Background: an optimization exercise with open tools, aiming at a short achievable clock period. Do not read the settings as production practice. Only the layout flow was run in this run; the RTL was not checked for function there. Power is estimated from default activity; no workload was simulated.

--- config.mk ---
export PLATFORM = sky130hd
export DESIGN_NAME = riscv_core
export DESIGN_NICKNAME = riscv_core
export VERILOG_FILES = /design/flow/design.v
export SDC_FILE = /design/flow/constraint.sdc
export NUM_CORES = 8
export LEC_CHECK = 0
export CAP_MARGIN = 20
export CORE_MARGIN = 2
export CORE_UTILIZATION = 32
export SLEW_MARGIN = 20
--- constraint.sdc ---
create_clock -name core_clock -period 12.5 [get_ports {clock}]
set_input_delay 2.5000 -clock core_clock [delete_from_list [all_inputs] [get_ports {clock}]]
set_output_delay 2.5000 -clock core_clock [all_outputs]
set_load 0.01 [all_outputs]
--- design.v ---
module signExtend(	input [24:0] instr,
					output [31:0] imm_i,
					output [31:0] imm_s,
					output [31:0] imm_b,
					output [31:0] imm_u,
					output [31:0] imm_j,
					output [31:0] imm_z
					);
assign imm_i = { {20{{instr[24]}}}, instr[24:13]};
assign imm_s = { {20{instr[24]}}, instr[24:18], instr[4:0]};
assign imm_b = { {20{instr[24]}}, instr[0], instr[23:18], instr[4:1], 1'b0};
assign imm_u = { instr[24:5], {12{1'b0}}};
assign imm_j = { {12{instr[24]}}, instr[12:5], instr[13], instr[23:18], instr[17:14], 1'b0};
assign imm_z = { {27{1'b0}}, instr[19:15] };  
endmodule
module SignExtendSelector(	output reg [31:0] out,
							input [31:0] imm_i,
							input [31:0] imm_s,
							input [31:0] imm_b,
							input [31:0] imm_u,
							input [31:0] imm_j,
							input [31:0] imm_z,
							input [6:0] opcode);
always @(*)
begin
	case (opcode)
		7'b0010011:	out = imm_i;
		7'b0000011:	out = imm_i;
		7'b1100111:	out = imm_i;
		7'b1110011:  out = imm_z;
		7'b0100011:		out = imm_s;
		7'b1100011:		out = imm_b;
		7'b1101111:		out = imm_j;
		7'b0010111,
		7'b0110111:	out = imm_u;
		default:		out = 32'b0;
	endcase
end
endmodule
module RegFile (input clock, reset,
				input [4:0] raA, raB, wa,
				input wen,
				input [31:0] wd,
				output [31:0] rdA, rdB);
integer i;
reg [31:0] data[31:0];
always @(posedge clock or negedge reset)
begin
	if (reset == 1'b0) begin
		for (i = 0; i < 32; i = i+1)
			data[i] <= 0;
            data[2] <= 256;
    end
	else begin
		if (wen == 1'b1 && wa != 5'b0)
			data[wa] <=  wd;
	end
end
assign rdA = (wen == 1'b1 && wa == raA && wa != 5'b0) ? wd : data[raA];
assign rdB = (wen == 1'b1 && wa == raB && wa != 5'b0) ? wd : data[raB];
endmodule
module CSRFile (input clock, 
                input reset,
                input [11:0] csrAddr,
                input [11:0] csrWAddr,
                input ren,
                input wen,
                input [31:0] wd,
                output reg [31:0] rd,
                input write_pc,
                input [31:0] PC,
                input [31:0] IDEX_PC,
                input timer_interrupt,
                input software_interrupt,
                input external_interrupt,
                input syscall,
                output reg int_taken,
                output reg trap_in_ID,
                output reg flushPipeline,
                output reg [31:0] trap_vector
);
parameter FLUSH_COUNT = 4'd13;
integer i;
reg [31:0] mstatus;  
reg [31:0] mstatush;  
reg [31:0] misa;     
reg [31:0] mie;      
reg [31:0] mtvec;    
reg [31:0] mscratch; 
reg [31:0] mepc;     
reg [31:0] mcause;   
reg [31:0] mtval;    
wire [31:0] mip;      
assign mip = {16'b0,4'b0,external_interrupt,3'b0,timer_interrupt,3'b0,software_interrupt,3'b0}; 
reg [2:0] enableInterrupts;
reg [3:0] pipeline_flush_count;
always @(posedge clock or negedge reset)
begin
    if(reset == 1'b0)
    begin
        mstatus <= 32'b0;
        mstatush <= 32'b0;
        misa <= 32'h40000100;
        mie <= 32'b0;
        mtvec <= 32'b0;
        mscratch <= 32'b0;
        mepc <= 32'b0;
        mcause <= 32'b0;
        mtval <= 32'b0;
        int_taken <= 1'b0;
        trap_vector <= 32'b0;
        enableInterrupts <= 3'b111;
        flushPipeline <= 1'b0;
        pipeline_flush_count <= FLUSH_COUNT;
        rd <= 32'b0;
        trap_in_ID <= 1'b0;
    end
    else
    begin
        begin  
            if(wen == 1'b1)
            begin
                case(csrWAddr)
                    12'h300: mstatus <= wd;
                    12'h304: mie <= wd;
                    12'h305: mtvec <= {wd[31:2],2'b0};
                    12'h301: mstatush <= wd;
                    12'h340: mscratch <= wd;
                    12'h341: mepc <= wd;
                    12'h342: mcause <= wd;
                    12'h343: mtval <= wd;
                endcase 
            end
            if(csrAddr==csrWAddr)
            begin
                rd <= wd;
            end
            else begin
                if(write_pc)begin
                    case(csrAddr)
                        12'h300: rd <= mstatus;
                        12'h301: rd <= misa;
                        12'h304: rd <= mie;
                        12'h305: rd <= mtvec;
                        12'h301: rd <= mstatush;
                        12'h340: rd <= mscratch;
                        12'h341: rd <= mepc;
                        12'h342: rd <= mcause;
                        12'h343: rd <= mtval;
                        12'h344: rd <= mip;
                        default: rd <= 32'b0;
                    endcase 
                end
            end
        end
        begin  
            if(enableInterrupts <= 3'b110)
            begin
                enableInterrupts <= enableInterrupts + 1;
                if(enableInterrupts == 3'b110)
                begin
                    mstatus[3] <= mstatus[7];
                end
            end
            if(flushPipeline == 1'b1)
            begin
                if(write_pc == 1'b1)
                    pipeline_flush_count <= pipeline_flush_count + 1;
                if(pipeline_flush_count == FLUSH_COUNT)
                begin
                    flushPipeline <= 1'b0;
                    mepc <= IDEX_PC;
                    int_taken <= 1;
                end
            end
            else if(write_pc == 1'b1)
            begin
                int_taken <= 1'b0;
                trap_in_ID <= 1'b0;
                if(syscall == 1'b1) begin
                    if(csrAddr==0)begin
                        mepc <= IDEX_PC;
                        trap_in_ID <= 1'b1;
                        trap_vector <= {mtvec[31:2],2'b0};
                        mcause <= {1'b1,31'd11};
                        mstatus[7] <= mstatus[3];
                        mstatus[3] <= 1'b0;
                    end
                    else if(csrAddr==1)begin
                        mepc <= IDEX_PC;
                        trap_in_ID <= 1'b1;
                        trap_vector <= {mtvec[31:2],2'b0};
                        mcause <= {1'b1,31'd3};
                        mstatus[7] <= mstatus[3];
                        mstatus[3] <= 1'b0;
                    end
                    else if(csrAddr=='h302)begin
                        trap_in_ID <= 1'b1;
                        trap_vector <= mepc;
                        enableInterrupts <= 0;
                    end
                end
                else if(mstatus[3] == 1'b1) begin
                    if(external_interrupt & mie[11]==1'b1 & mip[11] == 1'b1) begin
                        trap_vector <= {mtvec[31:2],2'b0};
                        mcause <= {1'b1,31'd11};
                        mstatus[7] <= mstatus[3];
                        mstatus[3] <= 1'b0;
                        flushPipeline <= 1'b1;
                        pipeline_flush_count <= 0;
                    end
                    else if(timer_interrupt & mie[7]==1'b1 & mip[7] == 1'b1) begin
                        trap_vector <= {mtvec[31:2],2'b0};
                        mcause <= {1'b1,31'd7};
                        mstatus[7] <= mstatus[3];
                        mstatus[3] <= 1'b0;
                        flushPipeline <= 1'b1;
                        pipeline_flush_count <= 0;
                    end
                    else if(software_interrupt & mie[3]==1'b1 & mip[3] == 1'b1) begin
                        trap_vector <= {mtvec[31:2],2'b0};
                        mcause <= {1'b1,31'd3};
                        mstatus[7] <= mstatus[3];
                        mstatus[3] <= 1'b0;
                        flushPipeline <= 1'b1;
                        pipeline_flush_count <= 0;
                    end
                end
            end
        end
    end
end
endmodule
module ALUCPU #(parameter N = 32) (output [N-1:0] out,
								output zero,
								output overflow,
								input signed [N-1:0] inA, inB,
								input [3:0] op);
wire 	[N-1:0] 	out_val;
/*verilator lint_off UNUSED*/
wire 	[N:0]		unsigned_sub;
/*verilator lint_on UNUSED*/
assign unsigned_sub = {({1'b0, inA} - {1'b0, inB})};
assign {overflow, out_val} = (op == 4'b0000) ? (inA + inB) : 
	(op == 4'b0001) 	? 	(inA - inB) :  
	(op == 4'b0010) 	? 	{1'b0, (inA ^ inB)} :
	(op == 4'b0011)  	? 	{1'b0, (inA | inB)} :
	(op == 4'b0100) 	? 	{1'b0, (inA & inB)} :
	(op == 4'b1110) 	? 	{1'b0, ((!inA) & inB)} :
	(op == 4'b0101) 	? 	{1'b0, (inA << inB[4:0])} :
	(op == 4'b0110) 	? 	{1'b0, (inA >> inB[4:0])} :
	(op == 4'b0111) 	? 	{1'b0, {inA >>> inB[4:0]}} :
	(op == 4'b1000) 	? 	{1'b0, ( (inA < inB) ? 32'b1 : 32'b0 )} :
	(op == 4'b1001)	? 	{1'b0, ( ($unsigned(inA) < $unsigned(inB)) ? 32'b1 : 32'b0)} :
	(op == 4'b1010)  	? 	{1'b0, unsigned_sub[32:1]} :  
	(op == 4'b1011)   	? 	{1'b0, inB[31:12], 12'b0}:
	(op == 4'b1100) 	? 	(inA + {inB[31:12], 12'b0}) : 33'b0;
assign zero = (out == 0);
assign out 	= {{(N-32){out_val[31]}}, out_val[31:0]};
endmodule
module control_alu(	output reg [3:0] ALUOp,
					output reg csr_immidiate,
					input [2:0] ALUcntrl,
					input [2:0] funct3,
					input [6:0] funct7);
always @(ALUcntrl or funct3 or funct7)
begin
	csr_immidiate = 0;
	case (ALUcntrl)
		3'b000: begin
			case (funct3)
				3'b000:	ALUOp = (funct7 == 7'h00) ? 4'b0000 : 4'b0001;
				3'b100:		ALUOp = 4'b0010;
				3'b110:			ALUOp = 4'b0011;
				3'b111:		ALUOp = 4'b0100;
				3'b001:		ALUOp = 4'b0101;
				3'b101:		ALUOp = (funct7 == 7'h00) ? 4'b0110 : 4'b0111;
				3'b010:		ALUOp = 4'b1000;
				3'b011:		ALUOp = 4'b1001;
				default:			ALUOp = 4'b0000;
			endcase
		end
		3'b001: begin
			ALUOp  = 4'b0000;
		end
		3'b010: begin
			case (funct3)
				3'b000, 3'b001, 3'b100, 3'b101:	ALUOp = 4'b0001;
				3'b110, 3'b111:							ALUOp = 4'b1010;
				default:											ALUOp = 4'b0001;
			endcase
		end
		3'b011: begin
			ALUOp = 4'b1011;
		end
		3'b100: begin
			ALUOp = 4'b1100;
		end
		3'b101: begin
			case (funct3)
				3'b000:	ALUOp = 4'b0000;
				3'b100:	ALUOp = 4'b0010;
				3'b110:	ALUOp = 4'b0011;
				3'b111:	ALUOp = 4'b0100;
				3'b001:	ALUOp = 4'b0101;
				3'b101:	ALUOp = (funct7 == 7'h00) ? 4'b0110 : 4'b0111;
				3'b010:	ALUOp = 4'b1000;
				3'b011:	ALUOp = 4'b1001;
				default:		ALUOp = 4'b0000;
			endcase
		end
		3'b110: begin
			ALUOp = 4'b0000;
		end
		3'b111:begin
			case (funct3)
				3'b001:
				begin
					csr_immidiate = 0;
					ALUOp = 4'b0000;
				end
				3'b010:
				begin
					csr_immidiate = 0;
					ALUOp = 4'b0011;
				end
				3'b011:
				begin
					csr_immidiate = 0;
					ALUOp = 4'b1110;
				end
				3'b101:
				begin
					csr_immidiate = 1;
					ALUOp = 4'b0000;
				end
				3'b110:
				begin
					csr_immidiate = 1;
					ALUOp = 4'b0011;
				end
				3'b111:
				begin
					csr_immidiate = 1;
					ALUOp = 4'b1110;
				end
				default:
				begin
					csr_immidiate = 0;
					ALUOp = 4'b0000;
				end
			endcase
		end
		default: begin
			ALUOp = 4'b0000;
		end
	endcase
end
endmodule
module control_branch(	output reg branch_taken,
						input [2:0] funct3,
						input Branch,
						input zero,
						input sign);
always @(*)
begin
	if (Branch) begin
		case (funct3)
			3'b000:	branch_taken = zero;
			3'b001:	branch_taken = ~zero;
			3'b100,
			3'b110:	branch_taken = sign;
			3'b101,
			3'b111:	branch_taken = ~sign;
			default:		branch_taken = 1'b0;
		endcase
	end
	else begin
		branch_taken = 1'b0;
	end
end
endmodule
module control_bypass_ex(
    output reg [31:0] bypassOutA,      
    output reg [31:0] bypassOutB,      
    input [4:0] idex_rs1,              
    input [4:0] idex_rs2,              
    input [4:0] idex_rd,               
    input [1:0] idex_reg_type,         
	input [1:0] exmem_reg_type,              
	input [1:0] memwb_reg_type,              
    input [31:0] idex_rdA,             
    input [31:0] idex_rdB,             
    input [31:0] wRegData,             
    input [31:0] EXMEM_ALUOut,         
    input [31:0] csr_data,             
    input [31:0] WB_csr_data,             
    input [31:0] idex_csr_addr,             
    input [31:0] exmem_csr_addr,             
    input [31:0] memwb_csr_addr,             
    input csr_immidiate,               
	input exmem_csr_write_allowed,
	input memwb_csr_write_allowed,
    input [4:0] exmem_rd,              
    input [4:0] memwb_rd,              
    input exmem_regwrite,              
    input memwb_regwrite               
);
reg [1:0] bypassA;  
reg [1:0] bypassB;  
always @(*) begin
	if (exmem_regwrite == 1'b1 && exmem_rd != 5'b0 && exmem_rd == idex_rs1) begin
		bypassA = 2'b10;  
	end
	else if (memwb_regwrite == 1'b1 && memwb_rd != 5'b0 && memwb_rd == idex_rs1) begin
		bypassA = 2'b01;  
	end
	else begin
		bypassA = 2'b00;  
	end
end
always @(*) begin
	case(idex_reg_type)
	2'b00:begin
		if (exmem_regwrite == 1'b1 && exmem_rd == idex_rs2) begin
			bypassB = 2'b10;  
		end
		else if (memwb_regwrite == 1'b1 && memwb_rd == idex_rs2) begin
			bypassB = 2'b01;  
		end
		else begin
			bypassB = 2'b00;  
		end
	end
	2'b01:begin
		if (exmem_regwrite == 1'b1 && exmem_rd != 5'b0 && exmem_csr_addr == idex_csr_addr) begin
			bypassB = 2'b10;  
		end
		else if (memwb_regwrite == 1'b1 && memwb_rd != 5'b0 && memwb_csr_addr == idex_csr_addr) begin
			bypassB = 2'b01;  
		end
		else begin
			bypassB = 2'b00;  
		end
	end
	default:begin
		bypassB = 2'b00;  
	end
	endcase
end
always @(*) begin
	if(csr_immidiate == 1'b1) begin
		bypassOutA = idex_rs1;
	end
	else begin
		case (bypassA)
			2'b00: bypassOutA = idex_rdA;			 
			2'b01: bypassOutA = (idex_reg_type == 2'b01) ?WB_csr_data:wRegData; 
			default: bypassOutA = EXMEM_ALUOut;		 
		endcase
	end
end
always @(*) begin
    case (bypassB)
        2'b00: bypassOutB = (idex_reg_type == 2'b01) ? csr_data : idex_rdB; 	 
        2'b01: bypassOutB = (idex_reg_type == 2'b01) ? WB_csr_data : wRegData; 	 
        default: bypassOutB = EXMEM_ALUOut;                                		 
    endcase
end
endmodule
module control_main(output reg RegDst,
					output reg Branch,
					output reg MemRead,
					output reg MemWrite,
					output reg MemToReg,
					output reg ALUSrc,
					output reg RegWrite,
					output reg Jump,
					output reg JumpJALR,
					output reg inA_is_PC,
					output reg [1:0] reg_type,
					output reg [2:0] ALUcntrl,
					input [6:0] opcode);
always @(*)
begin
	reg_type = 0;  
	case (opcode)
		7'b0110011: begin 
			RegDst		= 1'b1;
			MemRead		= 1'b0;
			MemWrite	= 1'b0;
			MemToReg	= 1'b0;
			ALUSrc		= 1'b0;
			RegWrite	= 1'b1;
			Branch		= 1'b0;
			Jump		= 0;
			JumpJALR	= 0;
			inA_is_PC	= 1'b0;
			ALUcntrl	= 3'b000;
		end
		7'b0010011: begin
			RegDst 		= 1'b1;
			MemRead 	= 1'b0;
			MemWrite 	= 1'b0;
			MemToReg 	= 1'b0;
			ALUSrc 		= 1'b1;
			RegWrite 	= 1'b1;
			Branch 		= 1'b0;
			Jump 		= 0;
			JumpJALR 	= 0;
			inA_is_PC 	= 1'b0;
			ALUcntrl 	= 3'b101;
		end
		7'b0000011: begin 
			RegDst		= 1'b1;
			MemRead		= 1'b1;
			MemWrite	= 1'b0;
			MemToReg	= 1'b1;
			ALUSrc		= 1'b1;
			RegWrite	= 1'b1;
			Branch		= 1'b0;
			Jump		= 0;
			JumpJALR	= 0;
			inA_is_PC	= 1'b0;
			ALUcntrl	= 3'b001;
		end
		7'b1110011: 	begin
			reg_type 	= 2'b01;  
			RegDst		= 1'b1;
			MemRead		= 1'b0;
			MemWrite	= 1'b0;
			MemToReg	= 1'b0;
			ALUSrc		= 1'b0;
			RegWrite	= 1'b1;
			Branch		= 1'b0;
			Jump		= 0;
			JumpJALR	= 0;
			inA_is_PC	= 1'b0;
			ALUcntrl	= 3'b111;
		end
		7'b1100111: begin
			RegDst		= 1'b1;
			MemRead		= 1'b0;
			MemWrite	= 1'b0;
			MemToReg	= 1'b0;
			ALUSrc		= 1'b0;
			RegWrite	= 1'b1;
			Branch		= 1'b0;
			Jump		= 0;
			JumpJALR	= 1;
			inA_is_PC	= 1'b1;
			ALUcntrl	= 3'b110;
		end
		7'b0100011: begin 
			RegDst		= 1'b0;
			MemRead		= 1'b0;
			MemWrite	= 1'b1;
			MemToReg	= 1'b0;
			ALUSrc		= 1'b1;
			RegWrite	= 1'b0;
			Branch		= 1'b0;
			Jump		= 0;
			JumpJALR	= 0;
			inA_is_PC	= 1'b0;
			ALUcntrl	= 3'b001;
		end
		7'b1100011: begin 
			RegDst		= 1'b0;
			MemRead		= 1'b0;
			MemWrite	= 1'b0;
			MemToReg	= 1'b0;
			ALUSrc		= 1'b0;
			RegWrite	= 1'b0;
			Branch		= 1'b1;
			Jump		= 0;
			JumpJALR	= 0;
			inA_is_PC	= 1'b0;
			ALUcntrl	= 3'b010;
		end
		7'b1101111: begin
			RegDst		= 1'b1;
			MemRead		= 1'b0;
			MemWrite	= 1'b0;
			MemToReg	= 1'b0;
			ALUSrc		= 1'b0;
			RegWrite	= 1'b1;
			Branch		= 1'b0;
			Jump		= 1;
			JumpJALR	= 0;
			inA_is_PC	= 1'b1;
			ALUcntrl	= 3'b110;
		end
		7'b0110111: begin
			RegDst		= 1'b1;
			MemRead		= 1'b0;
			MemWrite	= 1'b0;
			MemToReg	= 1'b0;
			ALUSrc		= 1'b1;
			RegWrite	= 1'b1;
			Branch		= 1'b0;
			Jump		= 1'b0;
			JumpJALR	= 0;
			inA_is_PC	= 1'b0;
			ALUcntrl	= 3'b011;
		end
		7'b0010111: begin
			RegDst		= 1'b1;
			MemRead		= 1'b0;
			MemWrite	= 1'b0;
			MemToReg	= 1'b0;
			ALUSrc		= 1'b1;
			RegWrite	= 1'b1;
			Branch		= 1'b0;
			Jump		= 1'b0;
			JumpJALR	= 0;
			inA_is_PC	= 1'b1;
			ALUcntrl	= 3'b100;
		end
		default: begin
			RegDst		= 1'b0;
			MemRead		= 1'b0;
			MemWrite	= 1'b0;
			MemToReg	= 1'b0;
			ALUSrc		= 1'b0;
			RegWrite	= 1'b0;
			Branch		= 0;
			Jump		= 0;
			JumpJALR	= 0;
			inA_is_PC	= 1'b0;
			ALUcntrl	= 3'b000;
		end
	endcase
end  
endmodule
module  control_stall_id(	
	output reg bubble_ifid,
	output reg bubble_idex,
	output reg bubble_exmem,
	output reg bubble_memwb,
	output reg write_ifid,
	output reg write_idex,
	output reg write_exmem,
	output reg write_memwb,
	output reg write_pc,
	output reg instr_en,
	output reg trap_waiting,
	input [4:0] ifid_rs,
	input [4:0] ifid_rt,
	input [4:0] idex_rd,
	input memRead,
	input idex_memWrite,
	input idex_memread,
	input memReady,
	input Jump,
	input IDEX_Branch,
	input EXMEM_Branch,
	input syscall,
	input int_trap,
	input trap_in_ID,
	input flushPipeline,
	input PCSrc);
reg memStalled;
reg suppressTrap;
reg [3:0] state;
always @(*)
begin
	state = 4'b0000;
	bubble_ifid		= 1'b0;
	bubble_idex		= 1'b0;
	bubble_exmem	= 1'b0;
	bubble_memwb	= 1'b0;
	write_pc		= 1'b1;
	write_ifid		= 1'b1;
	write_idex		= 1'b1;
	write_exmem		= 1'b1;
	write_memwb		= 1'b1;
	memStalled		= 1'b0;
	suppressTrap	= 1'b0;
	trap_waiting   	= syscall;
	instr_en 		= 1'b1;
	if(memReady == 1'b0) begin  
		state = 4'd1;
		memStalled		= 1'b1;
		if(memStalled == 1'b0) begin
			write_exmem		= 1'b0;
			write_idex		= 1'b0;
			write_ifid		= 1'b1;
			write_pc		= 1'b0;
		end
		else begin
			write_memwb		= 1'b0;
			write_exmem		= 1'b0;
			write_idex		= 1'b0;
			write_ifid		= 1'b0;
			write_pc		= 1'b0;
			trap_waiting	= 1'b0;
		end
	end
	else if((IDEX_Branch|EXMEM_Branch) && (syscall))begin
		state = 4'd2;
		suppressTrap=1;
		bubble_idex	= 1'b1;
		write_ifid	= 1'b0;
		trap_waiting= 1'b0;
	end
	else if(memRead==1'b1 && idex_memWrite == 1'b1)begin
		state = 4'd3;
		bubble_idex	= 1'b1;
		write_ifid	= 1'b0;
		write_pc	= 1'b0;
		instr_en	= 1'b0;
		trap_waiting= 1'b0;
	end
	else if ((idex_memread == 1'b1) && ((idex_rd==ifid_rs) || (idex_rd==ifid_rt))) begin  
		state = 4'd4;
		bubble_idex	= 1'b1;
		write_ifid	= 1'b0;
		write_pc	= 1'b0;
		instr_en 	= 1'b0;
		trap_waiting= 1'b0;
	end
	else if (Jump == 1'b1||trap_in_ID == 1'b1) begin  
		state = 4'd5;
		bubble_ifid	= 1'b1;
	end
	if(int_trap == 1'b1) begin  
		state = 4'd6;
		bubble_ifid		= 1'b1;
		bubble_idex		= 1'b1;
		bubble_exmem	= 1'b1;
		bubble_memwb	= 1'b1;
		write_pc	= 1'b1;
	end
	else if (PCSrc == 1'b1) begin  
		state = 4'd7;
		bubble_ifid		= 1'b1;
		bubble_idex		= 1'b1;
		bubble_exmem	= 1'b1;
		write_pc	= 1'b1;  
		instr_en = 1'b0;
	end
	if(flushPipeline == 1'b1) begin
		state = 4'd8;
		bubble_ifid		= 1'b1;
	end
end
endmodule
module mem_read_selector(	input [2:0] mem_select,
							input [31:0] DMemOut,
							input [1:0] byte_index,
							output reg [31:0] out);
wire [7:0] byte_sel;
wire [15:0] half;
assign byte_sel = (byte_index == 2'b00) ? DMemOut[7:0] :
				(byte_index == 2'b01) ? DMemOut[15:8] :
				(byte_index == 2'b10) ? DMemOut[23:16] : DMemOut[31:24];
assign half = (byte_index[1] == 1'b0) ? DMemOut[15:0] : DMemOut[31:16];
always @(*)
begin
	case (mem_select)
		3'b000:		out = {{24{byte_sel[7]}}, byte_sel};
		3'b001:		out = {{16{half[15]}}, half};
		3'b100:	out = {{24{1'b0}}, byte_sel};
		3'b101:	out = {{16{1'b0}}, half};
		default:		out = DMemOut;
	endcase
end
endmodule
module mem_write_selector(	input [2:0] mem_select,
							input [31:0] ALUin,
							input [1:0] offset,
							output reg [3:0] byte_select_vector,
							output reg [31:0] out);
always @(*)
begin
	case (mem_select)
		3'b000  : byte_select_vector = 4'b0001 << offset; 
		3'b001  : byte_select_vector = (offset[1] == 1'b1) ? 4'b1100 : 4'b0011;
		default: byte_select_vector = 4'b1111;
	endcase
end
always @(*)
begin
	if (mem_select == 3'b000)
		case (offset)
			2'b00: out = ALUin;
			2'b01: out = ALUin << 8;
			2'b10: out = ALUin << 16;
			2'b11: out = ALUin << 24;
		endcase
	else if (mem_select == 3'b001)
		case (offset)
			2'b00:		out = ALUin;
			2'b10:		out = ALUin << 16;
			default:	out = 32'b0;
		endcase
	else
		out = ALUin;
end
endmodule
module cpu(	input clock,
			input reset,
			output overflow,
			output 	[31:0] PC_out,
			input  	[31:0] instr_in,
			output 	[31:0] data_addr,
			output ren,
			output wen,
			output instr_en,
			output 	[31:0] data_out,
			input 	[31:0] data_in,
			output 	[3:0]  byte_select,
			input software_interrupt,
			input timer_interrupt,
			input external_interrupt,
			output write_pc_out,
			input memReady
			);
reg		[31:0]	IFID_instr;
reg 	[31:0]  PC_IF2;
reg		[31:0]	PC, PC_OLD, IFID_PC, IDEX_PC, EXMEM_PC, MEMWB_PC;
wire	[31:0]	PCplus4, JumpAddress;
reg 	[31:0] PC_new;
wire	[31:0]	instr;
reg		[31:0]	IF2_instr;
reg	[31:0]	IDEX_instr;
reg	[31:0]	EXMEM_instr;
reg	[31:0]	MEMWB_instr;
reg     [31:0]  delayed_instr;
wire			inA_is_PC, branch_taken;
wire	[31:0]	BranchInA;
reg		[31:0]	IDEX_signExtend;
wire	[31:0]	signExtend;
wire	[31:0]	rdA, rdB;
reg		[31:0]	IDEX_rdA, IDEX_rdB;
reg		[2:0]	IDEX_funct3;
reg		[6:0]	IDEX_funct7;
reg		[4:0]	IDEX_instr_rs2, IDEX_instr_rs1, IDEX_instr_rd;
reg				IDEX_RegDst, IDEX_ALUSrc, IDEX_inA_is_PC, IDEX_Jump, IDEX_JumpJALR;
reg 	[1:0] 	IDEX_reg_type;
reg		[2:0]	IDEX_ALUcntrl;
reg				IDEX_MemRead, IDEX_MemWrite;
reg				IDEX_MemToReg, IDEX_RegWrite;
reg 	[2:0]	EXMEM_funct3, MEMWB_funct3;
reg 	[4:0]	EXMEM_RegWriteAddr;
reg 	[31:0]	EXMEM_ALUOut;
reg 	[31:0]	EXMEM_BranchALUOut;
reg 	[1:0] 	EXMEM_reg_type;
reg				EXMEM_Zero, EXMEM_JumpJALR;
wire		[3:0]	byte_select_vector;
reg		[31:0]	EXMEM_MemWriteData;
wire	[31:0]	MemWriteData;
reg				EXMEM_MemRead, EXMEM_MemWrite, EXMEM_RegWrite, EXMEM_MemToReg;
reg		[31:0]	MEMWB_DMemOut;
reg		[4:0]	MEMWB_RegWriteAddr;
reg		[31:0]	MEMWB_ALUOut;
reg				MEMWB_MemToReg, MEMWB_RegWrite;
reg 	[1:0] 	MEMWB_reg_type;
reg 	[31:0] 	ALUInA, ALUInB;
wire 	[31:0] 	bypassOutA, bypassOutB;
wire	[31:0]	ALUOut, BranchALUOut, DMemOut, MemOut;
reg     [31:0]  wRegData;
reg     [31:0]  WB_csr_data;
wire			Zero, RegDst, MemRead, MemWrite, MemToReg, ALUSrc, PCSrc, RegWrite, Jump, JumpJALR;
wire 	[1:0] 	reg_type;  
wire			Branch;
reg				IDEX_Branch, EXMEM_Branch;
wire			bubble_ifid, bubble_idex, bubble_exmem;    
wire			bubble_memwb = 1'b0;  
wire			write_ifid, write_idex, write_exmem, write_memwb, write_pc;   
wire	[6:0]	opcode;
wire	[2:0]	funct3, ALUcntrl; 
wire 	[31:0] 	csr_data;
reg 	[31:0] 	EXMEM_csr_data;
reg 	[31:0] 	MEMWB_csr_data;
wire 	[11:0]	csr_addr;
reg 	[11:0]	IDEX_csr_addr;
reg 	[11:0]	EXMEM_csr_addr;
reg 	[11:0]	MEMWB_csr_addr;
reg 			csr_write_allowed;
reg 			IDEX_csr_write_allowed;
reg 			EXMEM_csr_write_allowed;
reg 			MEMWB_csr_write_allowed;
wire       		csr_immidiate;
reg      		IDEX_csr_immidiate;
reg      		EXMEM_csr_immidiate;
reg      		MEMWB_csr_immidiate;
wire	[6:0]	funct7;
wire	[4:0]	instr_rs1, instr_rs2, instr_rd, RegWriteAddr;
wire	[3:0]	ALUOp;
wire	[1:0]	bypassA, bypassB;
wire	[31:0]	imm_i, imm_s, imm_b, imm_u, imm_j, imm_z;
reg keepDelayInstr;
wire flushPipeline;
wire int_taken;
wire [31:0] trap_vector;
wire syscall, trap_waiting;
wire trap_in_ID;
assign PC_out = PC;
assign instr = instr_in;
assign write_pc_out = write_pc;
assign data_addr = (ren==1'b1)?ALUOut:EXMEM_ALUOut;
assign ren = IDEX_MemRead&(~branch_taken);
assign wen = EXMEM_MemWrite;
assign data_out = MemWriteData;
assign DMemOut = data_in;
assign byte_select = byte_select_vector;
always @(posedge clock or negedge reset)
begin 
	if (reset == 1'b0)
	begin
		PC <= 32'h00000000; 
	end
	else if (write_pc == 1'b1)
	begin
		PC <= PC_new;
	end
	else
	begin
	end
end
reg write_pc_delayed;
reg bubble_ifid_delayed;
always @(posedge clock or negedge reset)
begin
	if(reset == 1'b0)begin
		PC_IF2 <= 32'b0;
		write_pc_delayed <= 1'b0;
		bubble_ifid_delayed <= 1'b0;
		delayed_instr <= 32'b0;
		keepDelayInstr <= 1'b0;
	end
	else begin
		write_pc_delayed <= write_pc;
		if(write_ifid == 1'b1)begin
			if(bubble_ifid == 1'b1)begin
				PC_IF2 <= 32'hffffffff;
			end
			else begin
				PC_IF2 <= PC;
			end
			bubble_ifid_delayed <= bubble_ifid;
			delayed_instr <= 0;
			keepDelayInstr <= 0;
		end
		else begin
			if(bubble_ifid == 1'b1||bubble_ifid_delayed == 1'b1)begin
				PC_IF2 <= 32'hffffffff;
			end
			if(keepDelayInstr ==1'b0) begin
				keepDelayInstr <= 1;
				delayed_instr <= (PCSrc)?32'hffffffff: instr;
			end
		end
	end
end
always@(*)
begin
	if(delayed_instr == 0) begin
		IF2_instr = instr;
	end
	else begin
		if(bubble_ifid_delayed == 1'b1) begin
			IF2_instr = 32'b0;
		end
		else begin
			IF2_instr = delayed_instr;
		end
	end
end
reg [31:0] PCPrevious;
always @(*) begin
	if(int_taken||trap_in_ID)
	begin
		PC_new = trap_vector;
	end
	else if (PCSrc == 1'b0) begin
		if (Jump == 1'b0) begin
			PC_new = PC + ((flushPipeline == 1'b1) ? 32'd0 : 32'd4);
		end
		else begin
			PC_new = JumpAddress;
		end
	end
	else begin
		PC_new = EXMEM_BranchALUOut;
	end
end
assign JumpAddress = IFID_PC + signExtend;
always @(posedge clock or negedge reset)
begin 
	if((reset == 1'b0))
	begin
		IFID_PC			<= 32'b0;
		IFID_instr		<= 32'b0;
	end
	else begin
		if ((bubble_ifid_delayed||bubble_ifid == 1'b1)) begin
			IFID_instr		<= 32'b0;
			IFID_PC			<= 32'hffffffff;
		end 
		else if (write_ifid == 1'b1) begin
			IFID_PC			<= PC_IF2;
			IFID_instr		<= IF2_instr;
		end
	end
end
assign opcode		= IFID_instr[6:0];
assign funct3		= IFID_instr[14:12];
assign funct7		= IFID_instr[31:25];
assign instr_rs1	= IFID_instr[19:15];
assign csr_addr		= IFID_instr[31:20];
assign instr_rs2	= IFID_instr[24:20];
assign instr_rd		= IFID_instr[11:7];
assign syscall		= (IDEX_Jump==1'b0 & 
						IDEX_JumpJALR==1'b0&opcode == 7'b1110011 & funct3==0) ? 1'b1 : 1'b0;
always @(*) begin
	if(reg_type == 2'b01) begin
		if(funct3[1:0] == 2'b00) begin
			csr_write_allowed = 1'b0;
		end
		else if(funct3[1:0] == 2'b01) begin
			csr_write_allowed = 1'b1;
		end
		else begin
			if(instr_rs1 == 32'b0) begin
				csr_write_allowed = 1'b0;
			end
			else begin
				csr_write_allowed = 1'b1;
			end
		end
	end
	else begin
		csr_write_allowed = 1'b0;
	end
end
signExtend signExtendUnit (
	.instr(IFID_instr[31:7]),
	.imm_i(imm_i),
	.imm_s(imm_s),
	.imm_b(imm_b),
	.imm_u(imm_u),
	.imm_j(imm_j),
	.imm_z(imm_z)
);
RegFile cpu_regs (
	.clock(clock),
	.reset(reset),
	.raA(instr_rs1),
	.raB(instr_rs2),
	.wa(MEMWB_RegWriteAddr),
	.wen(MEMWB_RegWrite),
	.wd(wRegData),
	.rdA(rdA),
	.rdB(rdB)
);
SignExtendSelector SignExtendSelector (
	.out(signExtend),
	.imm_i(imm_i),
	.imm_s(imm_s),
	.imm_b(imm_b),
	.imm_u(imm_u),
	.imm_j(imm_j),
	.imm_z(imm_z),
	.opcode(opcode)
);
always @(posedge clock or negedge reset)
begin 
	if ((reset == 1'b0)) begin
		IDEX_inA_is_PC	<= 1'b0;
		IDEX_Jump		<= 1'b0;
		IDEX_JumpJALR	<= 1'b0;
		IDEX_signExtend	<= 32'b0;
		IDEX_instr_rd	<= 5'b0;
		IDEX_instr_rs1	<= 5'b0;
		IDEX_instr_rs2	<= 5'b0;
		IDEX_RegDst		<= 1'b0;
		IDEX_ALUcntrl	<= 3'b0;
		IDEX_ALUSrc		<= 1'b0;
		IDEX_Branch		<= 1'b0;
		IDEX_MemRead	<= 1'b0;
		IDEX_MemWrite	<= 1'b0;
		IDEX_MemToReg	<= 1'b0;
		IDEX_RegWrite	<= 1'b0;
		IDEX_funct3		<= 3'b0;
		IDEX_funct7		<= 7'b0;
		IDEX_PC			<= 32'b0;
		IDEX_rdA		<= 32'b0;
		IDEX_rdB		<= 32'b0;
		IDEX_reg_type	<= 3'b0;
		IDEX_instr		<= 32'b0;
		IDEX_csr_addr	<= 12'b0;
		IDEX_csr_write_allowed <= 1'b0;
	end
	else
	begin
		if ((bubble_idex == 1'b1)) begin
			IDEX_inA_is_PC	<= 1'b0;
			IDEX_Jump		<= 1'b0;
			IDEX_JumpJALR	<= 1'b0;
			IDEX_signExtend	<= 32'b0;
			IDEX_instr_rd	<= 5'b0;
			IDEX_instr_rs1	<= 5'b0;
			IDEX_instr_rs2	<= 5'b0;
			IDEX_RegDst		<= 1'b0;
			IDEX_ALUcntrl	<= 3'b0;
			IDEX_ALUSrc		<= 1'b0;
			IDEX_Branch		<= 1'b0;
			IDEX_MemRead	<= 1'b0;
			IDEX_MemWrite	<= 1'b0;
			IDEX_MemToReg	<= 1'b0;
			IDEX_RegWrite	<= 1'b0;
			IDEX_funct3		<= 3'b0;
			IDEX_funct7		<= 7'b0;
			IDEX_rdA		<= 32'b0;
			IDEX_rdB		<= 32'b0;
			IDEX_reg_type	<= 3'b0;
			IDEX_instr		<= 32'b0;
			IDEX_csr_addr	<= 12'b0;
			IDEX_csr_write_allowed <= 1'b0;
			IDEX_PC			<= 32'hffffffff;
		end
		else if (write_idex == 1'b1) begin
			IDEX_inA_is_PC	<= inA_is_PC;
			IDEX_Jump		<= Jump;
			IDEX_JumpJALR	<= JumpJALR;
			IDEX_signExtend	<= signExtend;
			IDEX_instr_rd	<= instr_rd;
			IDEX_instr_rs1	<= instr_rs1;
			IDEX_instr_rs2	<= instr_rs2;
			IDEX_RegDst		<= RegDst;
			IDEX_ALUcntrl	<= ALUcntrl;
			IDEX_ALUSrc		<= ALUSrc;
			IDEX_Branch		<= Branch;
			IDEX_MemRead	<= MemRead;
			IDEX_MemWrite	<= MemWrite;
			IDEX_MemToReg	<= MemToReg;
			IDEX_RegWrite	<= RegWrite;
			IDEX_funct3		<= funct3;
			IDEX_funct7		<= funct7;
			IDEX_PC			<= IFID_PC;
			IDEX_rdA		<= rdA;
			IDEX_rdB		<= rdB;
			IDEX_reg_type	<= reg_type;
			IDEX_instr		<= IFID_instr;
			IDEX_csr_addr	<= csr_addr;
			IDEX_csr_write_allowed <= csr_write_allowed;
		end
	end
end
reg [31:0] newmepc;
localparam MEPC_IDLE = 32'h0;
localparam MEPC_WAITINGJUMP = 32'h1;
reg mepc_state;
always@(posedge clock or negedge reset)begin
	if(reset==1'b0)begin
		newmepc <= 32'h0;
		mepc_state <= MEPC_IDLE;
	end
	else
	begin
		case(mepc_state)
			MEPC_IDLE:begin
				if(flushPipeline)
				begin
					if(branch_taken||Jump||EXMEM_JumpJALR)
					begin
						newmepc <= PC_new;
					end
					else if(write_pc==1'b0&&IFID_PC!=32'hffffffff)
					begin
						newmepc <= IFID_PC;
					end
					else if(PC_IF2!=32'hffffffff)
					begin
						newmepc <= PC_IF2;
					end
					else
					begin
						newmepc <= PC;
					end
					mepc_state <= MEPC_WAITINGJUMP;
				end
			end
			MEPC_WAITINGJUMP:begin
				if(branch_taken||Jump||EXMEM_JumpJALR)
				begin
					newmepc <= PC_new;
				end
				if(flushPipeline==1'b0)
				begin
					mepc_state <= MEPC_IDLE;
				end
			end
		endcase
	end
end
CSRFile csrFile(
	.clock(clock),
	.reset(reset),
	.wen(MEMWB_csr_write_allowed),
	.ren(reg_type==2'b01),
	.csrAddr(csr_addr),
	.csrWAddr(MEMWB_csr_addr),
	.wd(WB_csr_data),
	.rd(csr_data),
	.write_pc(write_pc),
	.PC(PC),
	.IDEX_PC(newmepc),
	.software_interrupt(software_interrupt),
	.timer_interrupt(timer_interrupt),
	.external_interrupt(external_interrupt),
	.syscall(trap_waiting),
	.int_taken(int_taken),
	.trap_in_ID(trap_in_ID),
	.flushPipeline(flushPipeline),
	.trap_vector(trap_vector)
);
control_main control_main (
	.RegDst(RegDst),
	.reg_type(reg_type),
	.Branch(Branch),
	.MemRead(MemRead),
	.MemWrite(MemWrite),
	.MemToReg(MemToReg),
	.ALUSrc(ALUSrc),
	.RegWrite(RegWrite),
	.Jump(Jump),
	.JumpJALR(JumpJALR),
	.inA_is_PC(inA_is_PC),
	.ALUcntrl(ALUcntrl),
	.opcode(opcode)
);
control_stall_id control_stall_id (
	.bubble_ifid	(bubble_ifid),
	.bubble_idex	(bubble_idex),
	.bubble_exmem	(bubble_exmem),
	.write_ifid		(write_ifid),
	.write_idex		(write_idex),
	.write_exmem	(write_exmem),
	.write_memwb	(write_memwb),
	.write_pc		(write_pc),
	.instr_en		(instr_en),
	.trap_waiting	(trap_waiting),
	.ifid_rs		(instr_rs1),
	.ifid_rt		(instr_rs2),
	.idex_rd		(IDEX_instr_rd),
	.memRead		(MemRead),
	.idex_memWrite	(IDEX_MemWrite),
	.idex_memread	(IDEX_MemRead),
	.Jump			(Jump),
	.IDEX_Branch	(IDEX_Branch),
	.EXMEM_Branch	(EXMEM_Branch),
	.syscall		(syscall),
	.trap_in_ID		(trap_in_ID),
	.int_trap		(int_taken),
	.flushPipeline	(flushPipeline),
	.memReady		(memReady),
	.PCSrc			(PCSrc));
always @(*) begin
    if (IDEX_inA_is_PC == 1'b1) begin
        ALUInA = IDEX_PC;
    end else begin
        ALUInA = bypassOutA;
    end
end
always @(*) begin
    if (IDEX_Jump == 1'b1 || IDEX_JumpJALR == 1'b1) begin
        ALUInB = 32'd4;
    end else if (IDEX_ALUSrc == 1'b0) begin
        ALUInB = bypassOutB;
    end else begin
        ALUInB = IDEX_signExtend;
    end
end
assign BranchInA = (IDEX_JumpJALR == 1'b1) ? bypassOutA : IDEX_PC;
assign BranchALUOut = BranchInA + IDEX_signExtend;
ALUCPU cpu_alu(.out(ALUOut),
			.zero(Zero),	
			.overflow(overflow),
			.inA(ALUInA),
			.inB(ALUInB),
			.op(ALUOp));
assign RegWriteAddr = (IDEX_RegDst==1'b0) ? IDEX_instr_rs2 : IDEX_instr_rd;
always @(posedge clock or negedge reset)
begin
	if ((reset == 1'b0)) begin
		EXMEM_ALUOut		<= 32'b0;
		EXMEM_JumpJALR 		<= 1'b0;
		EXMEM_BranchALUOut	<= 32'b0;
		EXMEM_RegWriteAddr	<= 5'b0;
		EXMEM_MemWriteData	<= 32'b0;
		EXMEM_Zero			<= 1'b0;
		EXMEM_Branch		<= 1'b0;
		EXMEM_MemRead		<= 1'b0;
		EXMEM_MemWrite		<= 1'b0;
		EXMEM_MemToReg		<= 1'b0;
		EXMEM_RegWrite		<= 1'b0;
		EXMEM_funct3		<= 3'b0;
		EXMEM_csr_data		<= 32'b0;
		EXMEM_reg_type		<= 2'b00;
		EXMEM_csr_addr		<= 12'b0;
		EXMEM_csr_write_allowed <= 1'b0;
		EXMEM_PC			<= 32'hffffffff;
		EXMEM_instr			<= 32'b0;
	end 
	else
	begin
		if ((bubble_exmem == 1'b1)) begin
			EXMEM_ALUOut		<= 32'b0;
			EXMEM_JumpJALR 		<= 1'b0;
			EXMEM_BranchALUOut	<= 32'b0;
			EXMEM_RegWriteAddr	<= 5'b0;
			EXMEM_MemWriteData	<= 32'b0;
			EXMEM_Zero			<= 1'b0;
			EXMEM_Branch		<= 1'b0;
			EXMEM_MemRead		<= 1'b0;
			EXMEM_MemWrite		<= 1'b0;
			EXMEM_MemToReg		<= 1'b0;
			EXMEM_RegWrite		<= 1'b0;
			EXMEM_funct3		<= 3'b0;
			EXMEM_csr_data		<= 32'b0;
			EXMEM_reg_type		<= 2'b00;
			EXMEM_csr_addr		<= 12'b0;
			EXMEM_csr_write_allowed <= 1'b0;
			EXMEM_PC			<= 32'hffffffff;
			EXMEM_instr			<= 32'b0;
		end 
		else if (write_exmem == 1'b1) begin
			EXMEM_ALUOut		<= ALUOut;
			EXMEM_JumpJALR		<= IDEX_JumpJALR;
			EXMEM_BranchALUOut	<= BranchALUOut;
			EXMEM_RegWriteAddr	<= RegWriteAddr;
			EXMEM_MemWriteData	<= bypassOutB;
			EXMEM_Zero			<= Zero;
			EXMEM_Branch		<= IDEX_Branch;
			EXMEM_MemRead		<= IDEX_MemRead;
			EXMEM_MemWrite		<= IDEX_MemWrite;
			EXMEM_MemToReg		<= IDEX_MemToReg;
			EXMEM_RegWrite		<= IDEX_RegWrite;
			EXMEM_funct3		<= IDEX_funct3;
			EXMEM_csr_data		<= csr_data;
			EXMEM_reg_type		<= IDEX_reg_type;
			EXMEM_csr_addr		<= IDEX_csr_addr;
			EXMEM_csr_write_allowed <= IDEX_csr_write_allowed;
			EXMEM_PC			<= IDEX_PC;
			EXMEM_instr			<= IDEX_instr;
		end
	end
end
control_alu control_alu(
	.ALUOp(ALUOp), 
	.ALUcntrl(IDEX_ALUcntrl), 
	.csr_immidiate(csr_immidiate),
	.funct3(IDEX_funct3), 
	.funct7(IDEX_funct7)
);
control_bypass_ex control_bypass_ex(
	.bypassOutA(bypassOutA),
	.bypassOutB(bypassOutB),
	.idex_rs1(IDEX_instr_rs1), 
	.idex_rs2(IDEX_instr_rs2),
	.idex_rd(IDEX_instr_rd),
	.idex_reg_type(IDEX_reg_type),
	.exmem_reg_type(EXMEM_reg_type),
	.memwb_reg_type(MEMWB_reg_type),
	.idex_rdA(IDEX_rdA),
	.idex_rdB(IDEX_rdB),
	.wRegData(wRegData),
	.EXMEM_ALUOut(EXMEM_ALUOut),
	.idex_csr_addr(IDEX_csr_addr),
	.exmem_csr_addr(EXMEM_csr_addr),
	.memwb_csr_addr(MEMWB_csr_addr),
	.csr_data(csr_data),
	.WB_csr_data(WB_csr_data),
	.csr_immidiate(csr_immidiate),
	.exmem_csr_write_allowed(EXMEM_csr_write_allowed),
	.memwb_csr_write_allowed(MEMWB_csr_write_allowed),
	.exmem_rd(EXMEM_RegWriteAddr), 
	.memwb_rd(MEMWB_RegWriteAddr),
	.exmem_regwrite(EXMEM_RegWrite), 
	.memwb_regwrite(MEMWB_RegWrite)
);
mem_write_selector mem_write_selector(
	.mem_select(EXMEM_funct3),
	.ALUin(EXMEM_MemWriteData),
	.offset(EXMEM_ALUOut[1:0]),
	.byte_select_vector(byte_select_vector),
	.out(MemWriteData)
);
always @(posedge clock or negedge reset)
begin 
	if (reset == 1'b0) begin
		MEMWB_DMemOut		<= 32'b0;
		MEMWB_ALUOut		<= 32'b0;
		MEMWB_RegWriteAddr	<= 5'b0;
		MEMWB_MemToReg		<= 1'b0;
		MEMWB_RegWrite		<= 1'b0;
		MEMWB_funct3		<= 3'b0;
		MEMWB_csr_data		<= 32'b0;
		MEMWB_reg_type		<= 2'b00;
		MEMWB_csr_addr		<= 12'b0;
		MEMWB_csr_write_allowed <= 1'b0;
		MEMWB_PC			<= 32'b0;
		MEMWB_instr			<= 32'b0;
	end 
	else 
	begin
		if(bubble_memwb == 1'b1) begin
			MEMWB_DMemOut		<= 32'b0;
			MEMWB_ALUOut		<= 32'b0;
			MEMWB_RegWriteAddr	<= 5'b0;
			MEMWB_MemToReg		<= 1'b0;
			MEMWB_RegWrite		<= 1'b0;
			MEMWB_funct3		<= 3'b0;
			MEMWB_csr_data		<= 32'b0;
			MEMWB_reg_type		<= 2'b00;
			MEMWB_csr_addr		<= 12'b0;
			MEMWB_csr_write_allowed <= 1'b0;
			MEMWB_PC			<= 32'hffffffff;
			MEMWB_instr			<= 32'b0;
		end 
		else if (write_memwb == 1'b1) begin
			MEMWB_DMemOut		<= DMemOut;
			MEMWB_ALUOut		<= EXMEM_ALUOut;
			MEMWB_RegWriteAddr	<= EXMEM_RegWriteAddr;
			MEMWB_MemToReg		<= EXMEM_MemToReg;
			MEMWB_RegWrite		<= EXMEM_RegWrite;
			MEMWB_funct3		<= EXMEM_funct3;
			MEMWB_csr_data		<= EXMEM_csr_data;
			MEMWB_reg_type		<= EXMEM_reg_type;
			MEMWB_csr_addr		<= EXMEM_csr_addr;
			MEMWB_csr_write_allowed <= EXMEM_csr_write_allowed;
			MEMWB_PC			<= EXMEM_PC;
			MEMWB_instr			<= EXMEM_instr;
		end
	end
end
control_branch control_branch (
	.branch_taken(branch_taken),
	.funct3(EXMEM_funct3),
	.Branch(EXMEM_Branch),
	.zero(EXMEM_Zero),
	.sign(EXMEM_ALUOut[31])
);
assign PCSrc = (EXMEM_JumpJALR) ? 1'b1 : branch_taken;
mem_read_selector mem_read_selector(
	.mem_select(MEMWB_funct3),
	.DMemOut(MEMWB_DMemOut),
	.byte_index(MEMWB_ALUOut[1:0]),
	.out(MemOut)
);
always @(*) begin
	if (MEMWB_reg_type == 0) begin
		if (MEMWB_MemToReg == 1'b0) begin
			wRegData = MEMWB_ALUOut;
		end else begin
			wRegData = MemOut;
		end
	end else begin
		wRegData = MEMWB_csr_data;
	end
end
always @(*)
begin 
	if (write_memwb == 1'b1) begin
		if (MEMWB_MemToReg == 1'b0) begin
			WB_csr_data = MEMWB_ALUOut;
		end else begin
			WB_csr_data = MemOut;
		end
	end
	else
	begin
		WB_csr_data = 0;
	end
end
endmodule
module riscv_core (
	input         clock,
	input         reset,
	output [31:0] PC_out,
	input  [31:0] instr_in,
	output        instr_en,
	output [31:0] data_addr,
	output        ren,
	output        wen,
	output [31:0] data_out,
	input  [31:0] data_in,
	output [3:0]  byte_select,
	input         memReady,
	input         software_interrupt,
	input         timer_interrupt,
	input         external_interrupt
);
	wire overflow_unused;
	wire write_pc_unused;
	cpu cpu1 (
		.clock(clock),
		.reset(reset),
		.overflow(overflow_unused),
		.PC_out(PC_out),
		.instr_in(instr_in),
		.data_addr(data_addr),
		.ren(ren),
		.wen(wen),
		.instr_en(instr_en),
		.data_out(data_out),
		.data_in(data_in),
		.byte_select(byte_select),
		.software_interrupt(software_interrupt),
		.timer_interrupt(timer_interrupt),
		.external_interrupt(external_interrupt),
		.write_pc_out(write_pc_unused),
		.memReady(memReady)
	);
endmodule
--- run.sh ---
#!/bin/bash
# synth_recipe.tcl (not shown) runs the flow's synth.tcl, then flattens the netlist and writes it again
# the make line also repeats each setting of config.mk as NAME=value (left out here)
make -C /OpenROAD-flow-scripts/flow DESIGN_CONFIG=/design/flow/config.mk WORK_HOME=/design/flow/orfs CLKGATE_MAP_FILE= SYNTH_SCRIPT=/design/flow/synth_recipe.tcl finish
==> load_flow_metrics.sql <==
INSERT INTO impl_metrics (metric_group, metric, value, unit) VALUES
('floorplanning', 'initial_utilization', '0.321', ''),
('floorplanning', 'floorplan.core_area', '0.340', 'mm²'),
('sta', 'setup-tns-final', '0', 'ps'),
('global_route', 'grt_antenna_before_repair', '52', ''),
('floorplanning', 'placementRows', '214', ''),
('synthesis', 'synthDistinctLibCells', '107', ''),
('synthesis', 'synthesis.nets', '12700', ''),
('critical_path', 'r2r_start', 'cpu1.MEMWB_ALUOut[0]', ''),
('critical_path', 'endpoint_type_of_the_worst_setup_path', 'output port', ''),
('sta', 'final_period_minus_worst_setup_slack', '12190', 'ps'),
('cells_and_area', 'multiInputGateArea', '0.0564', 'mm²'),
('cells_and_area', 'layout-area-overhead-vs-synth', '14.5', '%'),
('drt', 'first_pass_iters', '10', ''),
('clock_network', 'clock_insertion_delay_at_the_later_pin_of_the_skew_report', '970', 'ps'),
('floorplanning', 'design.portCount', '173', ''),
('synthesis', 'synth.most_common_cell', 'sky130_fd_sc_hd__dfrtp_1', ''),
('global_route', 'globalRouteTotalUtil', '0.339', ''),
('critical_path', 'max_stage_delay', '860', 'ps'),
('synthesis', 'synth.yosys.warnings', '15', ''),
('clock_network', 'ctsRootBufferMaster', 'sky130_fd_sc_hd__clkbuf_16', ''),
('placed_design', 'hpwlAfterDp', '410000', 'µm'),
('sta', 'achievable-frequency', '82.0', 'MHz'),
('sta', 'clock-skew-final', '103', 'ps'),
('synthesis', 'synthesis.instances', '12500', ''),
('cells_and_area', 'largest_reg_flops', '1024', ''),
('synthesis', 'synth.avg_cell_area', '8.76', 'µm²'),
('worst_hold_path', 'hold_start', 'cpu1.cpu_regs.data[0][29]', ''),
('drt', 'routed_len_inst', '35.9', 'µm'),
('clock_network', 'cts.reportedPaths.clkPinSlew', '70', 'ps'),
('status', 'result_of_the_run', 'complete, no violations', ''),
('global_route', 'global_route_wire_length_before_repair', '837000', 'µm'),
('critical_path', 'cp_slowest_cell', 'sky130_fd_sc_hd__a2111oi_2', ''),
('floorplanning', 'fp.dieH', '588', 'µm'),
('global_route', 'globalRoute.totalOverflow', '0', ''),
('critical_path', 'critical_path.startpoint_type', 'flop', ''),
('clock_network', 'cts-buffers-inserted', '218', ''),
('sta', 'final_max_slew_viol_count', '0', ''),
('cells_and_area', 'sequential_cell_area', '0.0490', 'mm²'),
('critical_path', 'timing.setup.critical_path_class', 'flop to output port', ''),
('clock_network', 'clkSinkCount', '1957', ''),
('synthesis', 'async_reset_ff_frac', '1.00', ''),
('clock_network', 'max-clock-path-buffers', '4', ''),
('drt', 'dr.first_iter.drc_count', '17800', ''),
('placed_design', 'placed_cells', '16500', ''),
('placed_design', 'gp_congestion', '1.04', ''),
('clock_network', 'cts_tree', 'yes', ''),
('worst_hold_path', 'min_path_type', 'flop to flop', ''),
('drt', 'antenna_left', '0', ''),
('synthesis', 'most_used_standard_cells_in_the_synthesized_netlist', '1950 x sky130_fd_sc_hd__dfrtp_1, 1584 x sky130_fd_sc_hd__nand2_1, 1467 x sky130_fd_sc_hd__o21ai_0', ''),
('sta', 'hold-worst-slack', '404', 'ps'),
('critical_path', 'origin_of_the_worst_setup_path', 'cpu1.MEMWB_ALUOut[0]', ''),
('floorplanning', 'die_area', '0.346', 'mm²'),
('worst_hold_path', 'worst_hold_path.num_cells', '0', ''),
('cells_and_area', 'finish.instance_area', '0.125', 'mm²'),
('critical_path', 'endpoint_required_time_on_the_critical_path', '10000', 'ps'),
('critical_path', 'path_depth_of_the_worst_reg2reg_path', '28', ''),
('cells_and_area', 'fin_nets', '12400', ''),
('synthesis', 'cell_type_contributing_the_most_total_cell_area_after_synthesis', 'sky130_fd_sc_hd__dfrtp_1', ''),
('critical_path', 'critPathArrivalTime', '9690', 'ps'),
('drt', 'route.final.wire_length', '608000', 'µm'),
('synthesis', 'yosysTopAreaCellShare', '0.447', ''),
('power', 'power-per-cell-area', '227', 'mW/mm²'),
('floorplanning', 'die-width', '588', 'µm'),
('sta', 'setup_repair_after_global_routing_missed_its_margin', 'no', ''),
('drt', 'drt-vias-per-instance', '6.51', ''),
('critical_path', 'critical_path.most_common_cell', 'sky130_fd_sc_hd__buf_4', ''),
('drt', 'post-route-drc-count', '0', ''),
('sta', 'timing.max_slew.rel_slack', '0.118', ''),
('power', 'power.static_leakage', '51.7', 'nW'),
('synthesis', 'post_synthesis_instance_area', '0.109', 'mm²'),
('sta', 'post-route-period-util', '0.975', '');
## power by group
| part | switching, W | internal [W] | total [W] | leakage (nW) |
|---|---|---|---|---|
| clock network | 0.00294 | 0.00407 | 0.00702 | 3.72 |
| registers | 0.00153 | 0.00720 | 0.00872 | 25.1 |
| logic | 0.00883 | 0.00378 | 0.0126 | 22.9 |
| total | 0.0133 | 0.0151 | 0.0284 | 51.7 |
## cells by family after synthesis
group / share of synthesized area
AO/OA/AOI/OAI: 0.263
XOR/XNOR: 0.0170
adder cells (fa/ha/maj): 0.0197
buffers and inverters: 0.0454
flip-flops: 0.449
multiplexers: 0.0493
AND/OR/NAND/NOR: 0.157
## final timing paths
check	end	slack [ps]
max reg2reg	cpu1.EXMEM_Zero	3190
min reg2reg	cpu1.cpu_regs.data[0][29]	400
max	data_addr[30]	310
min in group asynchronous	cpu1.cpu_regs.data[23][22]	1460
min	cpu1.cpu_regs.data[0][29]	400
max in group asynchronous	cpu1.EXMEM_MemWriteData[6]	8350
## layer usage
| metal | vias up | GRT usage | share of wire |
|---|---|---|---|
| met1 | 53800 | 0.421 | 0.37 |
| met4 | 38 | 0.246 | 0.092 |
| li1 | 45200 | - | - |
| met3 | 2629 | 0.119 | 0.13 |
| met2 | 8731 | 0.485 | 0.41 |
| met5 | - | 0.00274 | 0.00057 |
## cell type report
type                    instances  area share
diodes                         36    0.000721
clock inverters                84      0.0102
clock buffers                 315      0.0508
multi-input cells            9215       0.452
inverters                     178     0.00538
flip-flops and latches       1957       0.392
well taps                    4536      0.0454
repair buffers                638      0.0437
## what timing repair did
item | in CTS | in global routing
hold buffers | 0 | 0
gates resized for setup | 3 | 7
endpoints found under the setup margin | 1 | 5
buffers inserted | 0 | 0
pin swaps | 0 | 0
## critical path: cells and delay by family (launching register included)
| family | cells | cell delay (ps) |
|---|---|---|
| xor gates and xnor gates | 1 | 100 |
| AOI/OAI and AO/OA | 14 | 4870 |
| DFF | 1 | 650 |
| muxes | 1 | 140 |
| buffers and inverters | 5 | 1420 |
| adders and majority gates | 1 | 350 |
| and+or+nand+nor | 5 | 1190 |
## per-stage QoR
stage	setup WS (ps)	util	power (W)
final	307	0.368	0.0284
after global routing	116	0.368	0.0290
after CTS	29.6	0.367	0.0276
after detailed placement	-182	0.345	0.0206
after global placement	-546	0.345	0.0207
after floorplan	1920	-	0.0144
## placed cells by master, fill, tap and decap left out, types with 224 or more instances in the layout
cell type,instances
sky130_fd_sc_hd__nand4_1,237
sky130_fd_sc_hd__a21oi_1,816
sky130_fd_sc_hd__o21ai_0,1464
sky130_fd_sc_hd__buf_4,450
sky130_fd_sc_hd__mux2i_1,303
sky130_fd_sc_hd__nor2_1,1169
sky130_fd_sc_hd__a22oi_1,544
sky130_fd_sc_hd__a22o_1,249
sky130_fd_sc_hd__a221oi_1,224
sky130_fd_sc_hd__nand2_1,1560
sky130_fd_sc_hd__dfrtp_1,1940
sky130_fd_sc_hd__nand3_1,243

[static timing again, ports no longer ideal]
The results above use ideal ports. As a check the final layout listed here was re-extracted and re-timed, cells and wires unchanged.
Step 1, drivers: a clkbuf_16 drives clock and a buf_2 each remaining input, both assumed.
Step 2 also shifts input and output timing later by t, the mid clock arrival at the registers, as if the neighbouring blocks saw the same clock.
a / b / c = no drivers / after step 1 / after step 2; a / b = the first two.
t, ns: 1.036
setup WS [ns]: 0.307 / 0.204 / 0.290
worst setup path at the end: input to output
clock arrival spread, ns: 0.129 / 0.129
worst register clock-pin slew, ns: 0.07 / 0.07
After both steps this run still meets setup and hold. For this run, drivers alone change the setup slack by -0.103 ns; drivers and shift together by -0.017 ns.
